Background: an optimization exercise with open tools, aiming at small area, a short achievable clock period and few clock cycles per item. Do not read the settings as production practice.
RTL that was checked went through simulation tests only; none was proved equivalent to the original.

Setup of run a:
==> module tiny_encryption_algorithm, before the edit <==
module tiny_encryption_algorithm(
    input              clk,         
    input              rst_n,       
    input              key_valid,   
    input              ptxt_valid,  
    input      [63:0]  ptxt,        
    input      [127:0] key,         
    output     [63:0]  ctxt,        
    output reg         ctxt_ready   
);
localparam [31:0] DELTA   = 32'h9e3779b9;
localparam [31:0] SUM_END = 32'hc6ef3720;  
reg         busy;
reg         idle;    
reg         phase;   
reg [31:0]  sum;
reg [31:0]  a, b;
reg [127:0] k;
wire start = key_valid & ptxt_valid & ~busy;
wire last  = phase & (sum == SUM_END);
wire busy_next = busy ? ~last : start;
function automatic [31:0] add32(input [31:0] x, input [31:0] y);
    reg [31:0] p, g, c;
    reg [31:0] g2, p2;    
    reg [15:0] gg, pp;    
    integer l, i, j;
    begin
        p = x ^ y; g = x & y;
        g2[0] = g[0]; p2[0] = p[0];
        for (i = 1; i < 32; i = i + 1) begin
            g2[i] = g[i] | (p[i] & g[i-1]);
            p2[i] = p[i] & p[i-1];
        end
        for (i = 0; i < 16; i = i + 1) begin
            gg[i] = g2[2*i+1]; pp[i] = p2[2*i+1];
        end
        for (l = 0; l < 4; l = l + 1)
            for (i = 15; i >= 0; i = i - 1)
                if ((i >> l) & 1) begin
                    j = ((i >> l) << l) - 1;
                    gg[i] = gg[i] | (pp[i] & gg[j]);
                    pp[i] = pp[i] & pp[j];
                end
        c[0] = 1'b0;
        c[1] = g[0];
        for (i = 1; i < 16; i = i + 1) begin
            c[2*i] = gg[i-1];
            c[2*i+1] = g2[2*i] | (p2[2*i] & gg[i-1]);
        end
        add32 = p ^ c;
    end
endfunction
function automatic [31:0] cy32(input [31:0] x, input [31:0] y);
    reg [31:0] p, g, c;
    reg [31:0] g2, p2;    
    reg [15:0] gg, pp;    
    integer l, i, j;
    begin
        p = x ^ y; g = x & y;
        g2[0] = g[0]; p2[0] = p[0];
        for (i = 1; i < 32; i = i + 1) begin
            g2[i] = g[i] | (p[i] & g[i-1]);
            p2[i] = p[i] & p[i-1];
        end
        for (i = 0; i < 16; i = i + 1) begin
            gg[i] = g2[2*i+1]; pp[i] = p2[2*i+1];
        end
        for (l = 0; l < 4; l = l + 1)
            for (i = 15; i >= 0; i = i - 1)
                if ((i >> l) & 1) begin
                    j = ((i >> l) << l) - 1;
                    gg[i] = gg[i] | (pp[i] & gg[j]);
                    pp[i] = pp[i] & pp[j];
                end
        c[0] = 1'b0;
        c[1] = g[0];
        for (i = 1; i < 16; i = i + 1) begin
            c[2*i] = gg[i-1];
            c[2*i+1] = g2[2*i] | (p2[2*i] & gg[i-1]);
        end
        cy32 = c;
    end
endfunction
function automatic [31:0] addgp(input [31:0] g, input [31:0] p);
    reg [31:0] c, g2, p2;
    reg [15:0] gg, pp;
    integer l, i, j;
    begin
        g2[0] = g[0]; p2[0] = p[0];
        for (i = 1; i < 32; i = i + 1) begin
            g2[i] = g[i] | (p[i] & g[i-1]);
            p2[i] = p[i] & p[i-1];
        end
        for (i = 0; i < 16; i = i + 1) begin
            gg[i] = g2[2*i+1]; pp[i] = p2[2*i+1];
        end
        for (l = 0; l < 4; l = l + 1)
            for (i = 15; i >= 0; i = i - 1)
                if ((i >> l) & 1) begin
                    j = ((i >> l) << l) - 1;
                    gg[i] = gg[i] | (pp[i] & gg[j]);
                    pp[i] = pp[i] & pp[j];
                end
        c[0] = 1'b0;
        c[1] = g[0];
        for (i = 1; i < 16; i = i + 1) begin
            c[2*i] = gg[i-1];
            c[2*i+1] = g2[2*i] | (p2[2*i] & gg[i-1]);
        end
        addgp = p ^ c;
    end
endfunction
wire [31:0] c0 = cy32(b << 4, k[127:96]);
wire [31:0] c1 = cy32(b, sum);
wire [31:0] c2 = cy32(b >> 5, k[95:64]);
wire [31:0] pe = (b << 4) ^ k[127:96] ^ b ^ sum ^ (b >> 5) ^ k[95:64];
wire [31:0] pf = (c0 ^ c1) ^ (c2 ^ (pe ^ a));     
wire [31:0] fg = {32{busy}} & a & ~pf;
wire [31:0] fp = ({32{busy}} & pf) | ({32{idle}} & ptxt[31:0]);
wire [31:0] b_next = addgp(fg, fp);
always @(posedge clk or negedge rst_n) begin
    if (!rst_n) begin
        busy       <= 1'b0;
        ctxt_ready <= 1'b0;
    end else begin
        busy <= busy_next;
        if (busy & last) ctxt_ready <= 1'b1;
        else if (start) ctxt_ready <= 1'b0;
    end
end
always @(posedge clk) begin
    idle <= ~busy_next;
    k <= ({128{busy}} & {k[63:0], k[127:64]}) | ({128{idle}} & key);
    if (busy | start) begin
        a <= ({32{busy}} & b) | ({32{idle}} & ptxt[63:32]);
        b <= b_next;
    end
    if (busy) begin
        phase <= ~phase;
        if (phase) sum <= add32(sum, DELTA);
    end else begin
        phase <= 1'b0;
        sum   <= DELTA;
    end
end
assign ctxt = {a, b};
endmodule
export LEC_CHECK = 0
export ABC_AREA = 1
export CAP_MARGIN = 20
export CORE_MARGIN = 2
export CORE_UTILIZATION = 40
export CTS_BUF_LIST = sky130_fd_sc_hd__clkbuf_8
export CTS_CLUSTER_DIAMETER = 60
export CTS_CLUSTER_SIZE = 12
export SETUP_SLACK_MARGIN = 5
export SLEW_MARGIN = 20
create_clock -name core_clock -period 9.5 [get_ports {clk}]
standard.sh (not shown) runs the stock make flow with config.mk's settings and CLKGATE_MAP_FILE= SYNTH_SCRIPT=/design/flow/synth_recipe.tcl, a recipe that flattens the netlist after the stock synthesis.
==> flow/flow/run.sh <==
#!/bin/bash
set -euo pipefail
args=()
while IFS= read -r line; do
  [[ -z "$line" || "$line" == \#* ]] && continue
  args+=("$line")
done < flow/make_vars.txt
bash standard.sh "${args[@]}" finish > standard_flow.log 2>&1
==> flow/flow/make_vars.txt <==
BUFFER_PORTS_ARGS=-buffer_cell sky130_fd_sc_hd__buf_1
CTS_ARGS=-sink_clustering_enable -repair_clock_nets -sink_clustering_size 12 -sink_clustering_max_diameter 60 -buf_list sky130_fd_sc_hd__clkbuf_8 -dont_use_dummy_load
SETUP_SLACK_MARGIN=5.8
Testbench counts of run a, summed over its fixed seeds: cycles 33,280, items 512.
What run b does differently from run a at the input level:
--- a/flow/design.v
+++ b/flow/design.v
@@ -113,11 +113,11 @@
 wire [31:0] c0 = cy32(b << 4, k[127:96]);
 wire [31:0] c1 = cy32(b, sum);
 wire [31:0] c2 = cy32(b >> 5, k[95:64]);
 wire [31:0] pe = (b << 4) ^ k[127:96] ^ b ^ sum ^ (b >> 5) ^ k[95:64];
-wire [31:0] pf = (c0 ^ c1) ^ (c2 ^ (pe ^ a));     
-wire [31:0] fg = {32{busy}} & a & ~pf;
-wire [31:0] fp = ({32{busy}} & pf) | ({32{idle}} & ptxt[31:0]);
+wire [31:0] f  = (c0 ^ c1) ^ (c2 ^ pe);
+wire [31:0] fg = {32{busy}} & a & f;
+wire [31:0] fp = ({32{busy}} & ((c0 ^ c1) ^ (c2 ^ (pe ^ a)))) | ({32{idle}} & ptxt[31:0]);
 wire [31:0] b_next = addgp(fg, fp);
 always @(posedge clk or negedge rst_n) begin
     if (!rst_n) begin
         busy       <= 1'b0;
Notes after the runs:
Of run b and run a, it is run b that has the lower transition time of the tightest slew-check pin.
From run a to run b the numbers moved as follows: post-layout net count increased by 217 relative to the old numbers, number of gates resized after CTS higher, share of final layout cell area taken by non-clock buffers went down by 0.42 points, cell area now sits higher, routability congestion estimate from global placement picked up an extra 1.1%.
Looking at cell area after placement, run b sits about 5% above run a.
Where highest achievable clock rate is concerned, run a is outperformed by run b.
Run b ends up with higher detailed-route wire length than run a does.
Where worst slack on hold paths is concerned, run a is outperformed by run b.
Function not checked in run b: the RTL went through the layout flow alone.


## lane 1
tiny_encryption_algorithm, a different RTL version from the one above (not shown whole).
For scale: roughly 16000 µm² of cells after synthesis.
==> module tiny_encryption_algorithm, before the edit <==
module tiny_encryption_algorithm(
    input              clk,         
    input              rst_n,       
    input              key_valid,   
    input              ptxt_valid,  
    input      [63:0]  ptxt,        
    input      [127:0] key,         
    output     [63:0]  ctxt,        
    output reg         ctxt_ready   
);
localparam [31:0] DELTA   = 32'h9e3779b9;
localparam [31:0] SUM_END = 32'hc6ef3720;  
reg         busy;
reg         idle;    
reg         phase;   
reg [31:0]  sum;
reg [31:0]  a, b;
reg [127:0] k;
wire start = key_valid & ptxt_valid & ~busy;
wire last  = phase & (sum == SUM_END);
wire busy_next = busy ? ~last : start;
function automatic [31:0] add32(input [31:0] x, input [31:0] y);
    reg [31:0] p, gg, pp, g2, p2;
    integer l, i;
    begin
        p = x ^ y; gg = x & y; pp = p;
        for (l = 0; l < 5; l = l + 1) begin
            g2 = gg; p2 = pp;
            for (i = 1; i < 32; i = i + 2)
                if (i - (1 << l) >= 0) begin
                    g2[i] = gg[i] | (pp[i] & gg[i - (1 << l)]);
                    p2[i] = pp[i] & pp[i - (1 << l)];
                end
            gg = g2; pp = p2;
        end
        for (i = 2; i < 32; i = i + 2) begin
            gg[i] = gg[i] | (pp[i] & gg[i - 1]);
            pp[i] = pp[i] & pp[i - 1];
        end
        add32 = p ^ {gg[30:0], 1'b0};
    end
endfunction
function automatic [31:0] cy32(input [31:0] x, input [31:0] y);
    reg [31:0] p, gg, pp, g2, p2;
    integer l, i;
    begin
        p = x ^ y; gg = x & y; pp = p;
        for (l = 0; l < 5; l = l + 1) begin
            g2 = gg; p2 = pp;
            for (i = 1; i < 32; i = i + 2)
                if (i - (1 << l) >= 0) begin
                    g2[i] = gg[i] | (pp[i] & gg[i - (1 << l)]);
                    p2[i] = pp[i] & pp[i - (1 << l)];
                end
            gg = g2; pp = p2;
        end
        for (i = 2; i < 32; i = i + 2) begin
            gg[i] = gg[i] | (pp[i] & gg[i - 1]);
            pp[i] = pp[i] & pp[i - 1];
        end
        cy32 = {gg[30:0], 1'b0};
    end
endfunction
function automatic [31:0] addgp(input [31:0] g, input [31:0] p);
    reg [31:0] c, g2, p2;
    reg [15:0] gg, pp;
    integer l, i, j;
    begin
        g2[0] = g[0]; p2[0] = p[0];
        for (i = 1; i < 32; i = i + 1) begin
            g2[i] = g[i] | (p[i] & g[i-1]);
            p2[i] = p[i] & p[i-1];
        end
        for (i = 0; i < 16; i = i + 1) begin
            gg[i] = g2[2*i+1]; pp[i] = p2[2*i+1];
        end
        for (l = 0; l < 4; l = l + 1)
            for (i = 15; i >= 0; i = i - 1)
                if ((i >> l) & 1) begin
                    j = ((i >> l) << l) - 1;
                    gg[i] = gg[i] | (pp[i] & gg[j]);
                    pp[i] = pp[i] & pp[j];
                end
        c[0] = 1'b0;
        c[1] = g[0];
        for (i = 1; i < 16; i = i + 1) begin
            c[2*i] = gg[i-1];
            c[2*i+1] = g2[2*i] | (p2[2*i] & gg[i-1]);
        end
        addgp = p ^ c;
    end
endfunction
wire [31:0] c0 = cy32(b << 4, k[127:96]);
wire [31:0] c1 = cy32(b, sum);
wire [31:0] c2 = cy32(b >> 5, k[95:64]);
wire [31:0] pe = (b << 4) ^ k[127:96] ^ b ^ sum ^ (b >> 5) ^ k[95:64];
wire [31:0] pf = (c0 ^ c1) ^ (c2 ^ (pe ^ a));     
wire [31:0] fg = {32{busy}} & a & ~pf;
wire [31:0] fp = ({32{busy}} & pf) | ({32{idle}} & ptxt[31:0]);
wire [31:0] b_next = addgp(fg, fp);
always @(posedge clk or negedge rst_n) begin
    if (!rst_n) begin
        busy       <= 1'b0;
        ctxt_ready <= 1'b0;
    end else begin
        busy <= busy_next;
        if (busy & last) ctxt_ready <= 1'b1;
        else if (start) ctxt_ready <= 1'b0;
    end
end
always @(posedge clk) begin
    idle <= ~busy_next;
    k <= ({128{busy}} & {k[63:0], k[127:64]}) | ({128{idle}} & key);
    if (busy | start) begin
        a <= ({32{busy}} & b) | ({32{idle}} & ptxt[63:32]);
        b <= b_next;
    end
    if (busy) begin
        phase <= ~phase;
        if (phase) sum <= add32(sum, DELTA);
    end else begin
        phase <= 1'b0;
        sum   <= DELTA;
    end
end
assign ctxt = {a, b};
endmodule
Settings: LEC_CHECK=0, ABC_AREA=1, CAP_MARGIN=20, CORE_MARGIN=2, CORE_UTILIZATION=40, CTS_BUF_LIST=sky130_fd_sc_hd__clkbuf_8, CTS_CLUSTER_DIAMETER=60, CTS_CLUSTER_SIZE=12, SETUP_SLACK_MARGIN=5, SLEW_MARGIN=20; clock period 9.5 ns.
==> flow/flow/make_vars.txt <==
BUFFER_PORTS_ARGS=-buffer_cell sky130_fd_sc_hd__buf_1
CTS_ARGS=-sink_clustering_enable -repair_clock_nets -sink_clustering_size 12 -sink_clustering_max_diameter 60 -buf_list sky130_fd_sc_hd__clkbuf_8 -dont_use_dummy_load
SETUP_SLACK_MARGIN=5.5
Scripts as last shown in full above: flow/flow/run.sh
What lane 2 does differently from lane 1 at the input level:
--- a/flow/design.v
+++ b/flow/design.v
@@ -21,42 +21,30 @@
 wire busy_next = busy ? ~last : start;
 function automatic [31:0] add32(input [31:0] x, input [31:0] y);
-    reg [31:0] p, gg, pp, g2, p2;
-    integer l, i;
+    reg [31:0] p, gg, pp;
+    integer l, i, j;
     begin
         p = x ^ y; gg = x & y; pp = p;
-        for (l = 0; l < 5; l = l + 1) begin
-            g2 = gg; p2 = pp;
-            for (i = 1; i < 32; i = i + 2)
-                if (i - (1 << l) >= 0) begin
-                    g2[i] = gg[i] | (pp[i] & gg[i - (1 << l)]);
-                    p2[i] = pp[i] & pp[i - (1 << l)];
+        for (l = 0; l < 5; l = l + 1)
+            for (i = 31; i >= 0; i = i - 1)
+                if ((i >> l) & 1) begin
+                    j = ((i >> l) << l) - 1;
+                    gg[i] = gg[i] | (pp[i] & gg[j]);
+                    pp[i] = pp[i] & pp[j];
                 end
-            gg = g2; pp = p2;
-        end
-        for (i = 2; i < 32; i = i + 2) begin
-            gg[i] = gg[i] | (pp[i] & gg[i - 1]);
-            pp[i] = pp[i] & pp[i - 1];
-        end
         add32 = p ^ {gg[30:0], 1'b0};
     end
 endfunction
 function automatic [31:0] cy32(input [31:0] x, input [31:0] y);
-    reg [31:0] p, gg, pp, g2, p2;
-    integer l, i;
+    reg [31:0] p, gg, pp;
+    integer l, i, j;
     begin
         p = x ^ y; gg = x & y; pp = p;
-        for (l = 0; l < 5; l = l + 1) begin
-            g2 = gg; p2 = pp;
-            for (i = 1; i < 32; i = i + 2)
-                if (i - (1 << l) >= 0) begin
-                    g2[i] = gg[i] | (pp[i] & gg[i - (1 << l)]);
-                    p2[i] = pp[i] & pp[i - (1 << l)];
+        for (l = 0; l < 5; l = l + 1)
+            for (i = 31; i >= 0; i = i - 1)
+                if ((i >> l) & 1) begin
+                    j = ((i >> l) << l) - 1;
+                    gg[i] = gg[i] | (pp[i] & gg[j]);
+                    pp[i] = pp[i] & pp[j];
                 end
-            gg = g2; pp = p2;
-        end
-        for (i = 2; i < 32; i = i + 2) begin
-            gg[i] = gg[i] | (pp[i] & gg[i - 1]);
-            pp[i] = pp[i] & pp[i - 1];
-        end
         cy32 = {gg[30:0], 1'b0};
     end
==> summary.txt <==
- Between lane 1 and lane 2, routed wire length decreased.
- Per the comparison of lane 2 with lane 1, count of mapped cells out of synthesis has decreased, growth of design area from synthesis to finish has increased, setup slack of the critical path after layout has decreased.
- Lane 2 reached the final stage; the timing, design-rule and antenna checks on its layout passed.
- Lane 1: all stages complete, timing, DRC and antenna checks passed
- Comparing the two runs side by side, lane 2 comes out ahead of lane 1 on cell area after layout.
No functional check of the RTL was part of any run of this note.


## main
Another version of the RTL of tiny_encryption_algorithm (not shown whole).
For scale: about 2400 cells after synthesis, roughly 260 I/O pins, roughly 0.017 sq mm of cells after synthesis.
==> module tiny_encryption_algorithm, before the edit <==
module tiny_encryption_algorithm(
    input              clk,         
    input              rst_n,       
    input              key_valid,   
    input              ptxt_valid,  
    input      [63:0]  ptxt,        
    input      [127:0] key,         
    output     [63:0]  ctxt,        
    output reg         ctxt_ready   
);
localparam [31:0] DELTA   = 32'h9e3779b9;
localparam [31:0] SUM_END = 32'hc6ef3720;  
reg         busy;
reg         phase;   
reg [31:0]  sum;
reg [31:0]  a, b;
reg [127:0] k;
wire start = key_valid & ptxt_valid & ~busy;
wire last  = phase & (sum == SUM_END);
wire [31:0] f = ((b << 4) + k[127:96]) ^ (b + sum) ^ ((b >> 5) + k[95:64]);
wire [31:0] b_next = a + f;
always @(posedge clk or negedge rst_n) begin
    if (!rst_n) begin
        busy       <= 1'b0;
        ctxt_ready <= 1'b0;
    end else if (busy) begin
        if (last) begin
            busy       <= 1'b0;
            ctxt_ready <= 1'b1;
        end
    end else if (start) begin
        busy       <= 1'b1;
        ctxt_ready <= 1'b0;
    end
end
always @(posedge clk) begin
    if (busy) begin
        phase <= ~phase;
        if (phase) sum <= sum + DELTA;
        k <= {k[63:0], k[127:64]};
        a <= b;
        b <= b_next;
    end else begin
        phase <= 1'b0;
        sum   <= DELTA;
        k     <= key;
        if (start) begin
            a <= ptxt[63:32];
            b <= ptxt[31:0];
        end
    end
end
assign ctxt = {a, b};
endmodule
Settings: LEC_CHECK=0, ABC_AREA=1, CAP_MARGIN=20, CORE_MARGIN=2, CORE_UTILIZATION=40, SETUP_SLACK_MARGIN=5, SLEW_MARGIN=20; clock period 9.5 ns.
run.sh (not shown) runs the stock make flow with config.mk's settings and CLKGATE_MAP_FILE= SYNTH_SCRIPT=/design/flow/synth_recipe.tcl, a recipe that flattens the netlist after the stock synthesis.
Stock flow here: none of the scripts above is used.
Testbench counts of main, summed over its fixed seeds: cycles 33,280, items 512.
Changes in the feature branch relative to main:
--- a/flow/design.v
+++ b/flow/design.v
@@ -15,12 +15,28 @@
 reg [31:0]  sum;
 reg [31:0]  a, b;
 reg [127:0] k;
 wire start = key_valid & ptxt_valid & ~busy;
 wire last  = phase & (sum == SUM_END);
-wire [31:0] f = ((b << 4) + k[127:96]) ^ (b + sum) ^ ((b >> 5) + k[95:64]);
-wire [31:0] b_next = a + f;
+function automatic [31:0] add32(input [31:0] x, input [31:0] y);
+    reg [31:0] p, gg, pp;
+    integer l, i, j;
+    begin
+        p = x ^ y; gg = x & y; pp = p;
+        for (l = 0; l < 5; l = l + 1)
+            for (i = 31; i >= 0; i = i - 1)
+                if ((i >> l) & 1) begin
+                    j = ((i >> l) << l) - 1;
+                    gg[i] = gg[i] | (pp[i] & gg[j]);
+                    pp[i] = pp[i] & pp[j];
+                end
+        add32 = p ^ {gg[30:0], 1'b0};
+    end
+endfunction
+wire [31:0] f  = add32(b << 4, k[127:96]) ^ add32(b, sum) ^ add32(b >> 5, k[95:64]);
+wire [31:0] op = busy ? a : ptxt[31:0];
+wire [31:0] b_next = add32(op, f & {32{busy}});
 always @(posedge clk or negedge rst_n) begin
     if (!rst_n) begin
         busy       <= 1'b0;
         ctxt_ready <= 1'b0;
     end else if (busy) begin
@@ -32,23 +48,20 @@
         busy       <= 1'b1;
         ctxt_ready <= 1'b0;
     end
 end
 always @(posedge clk) begin
+    if (busy | start) b <= b_next;
     if (busy) begin
         phase <= ~phase;
         if (phase) sum <= sum + DELTA;
         k <= {k[63:0], k[127:64]};
         a <= b;
-        b <= b_next;
     end else begin
         phase <= 1'b0;
         sum   <= DELTA;
         k     <= key;
-        if (start) begin
-            a <= ptxt[63:32];
-            b <= ptxt[31:0];
-        end
+        if (start) a <= ptxt[63:32];
     end
 end
 assign ctxt = {a, b};
 endmodule
--- outcome ---
The final layout from the feature branch, which completed every stage, passed the timing, design-rule and antenna checks at the end of the flow. A worst setup path startpoint of b[5] is what the feature branch shows, while b[14] belongs to main. Changes observed in the feature branch relative to main: die height saw a decrease; final net count decreased by 376 relative to the old numbers. Going from main to the feature branch, the number of vias in the routed layout was found to have gone down by 19%. Changes observed in the feature branch relative to main: wire length dropped about 30%; data arrival at the endpoint of the critical path climbed 0.04 ns.
The RTL of the feature branch was laid out without a check of its function.

## what the ideal ports hide
The flow's constraints put no driver on any port. The routed layouts listed below were extracted and timed again, unchanged, in two steps.
Step 1 (the two cells are an assumption about what drives the block):
set clk [get_ports {clk}]
set_driving_cell -lib_cell sky130_fd_sc_hd__clkbuf_16 $clk
set_driving_cell -lib_cell sky130_fd_sc_hd__buf_2 [delete_from_list [all_inputs] $clk]
Step 2, shift: input delay + t, output delay - t, t = (earliest + latest rising clock arrival at the registers) / 2. This alone moves slack from input paths to output paths.
Slacks: no drivers / after step 1 / after step 2; pairs: no drivers / after step 1.
run	t (ns)	setup WS [ns]	hold slack, ns	worst slew at a driven data input, ns	pins driven straight from the clock port
run a	0.633	5.908 / 5.918 / 5.285	0.412 / 0.412 / 0.412	0.06	1
run b	0.613	5.921 / 5.933 / 5.328	0.440 / 0.440 / 0.440	0.08	1
lane 1	0.645	5.799 / 5.799 / 5.357	0.434 / 0.434 / 0.434	0.06	1
lane 2	0.636	5.735 / 5.744 / 5.108	0.397 / 0.397 / 0.397	0.07	1
main	0.607	5.142 / 5.142 / 5.142	0.421 / 0.421 / 0.421	0.06	1
the feature branch	0.594	5.100 / 5.100 / 4.642	0.420 / 0.420 / 0.420	0.05	1
After both steps setup and hold are still met in every run listed. For lane 2, which loses most, drivers alone change the setup slack by +0.009 ns; drivers and shift together by -0.627 ns.
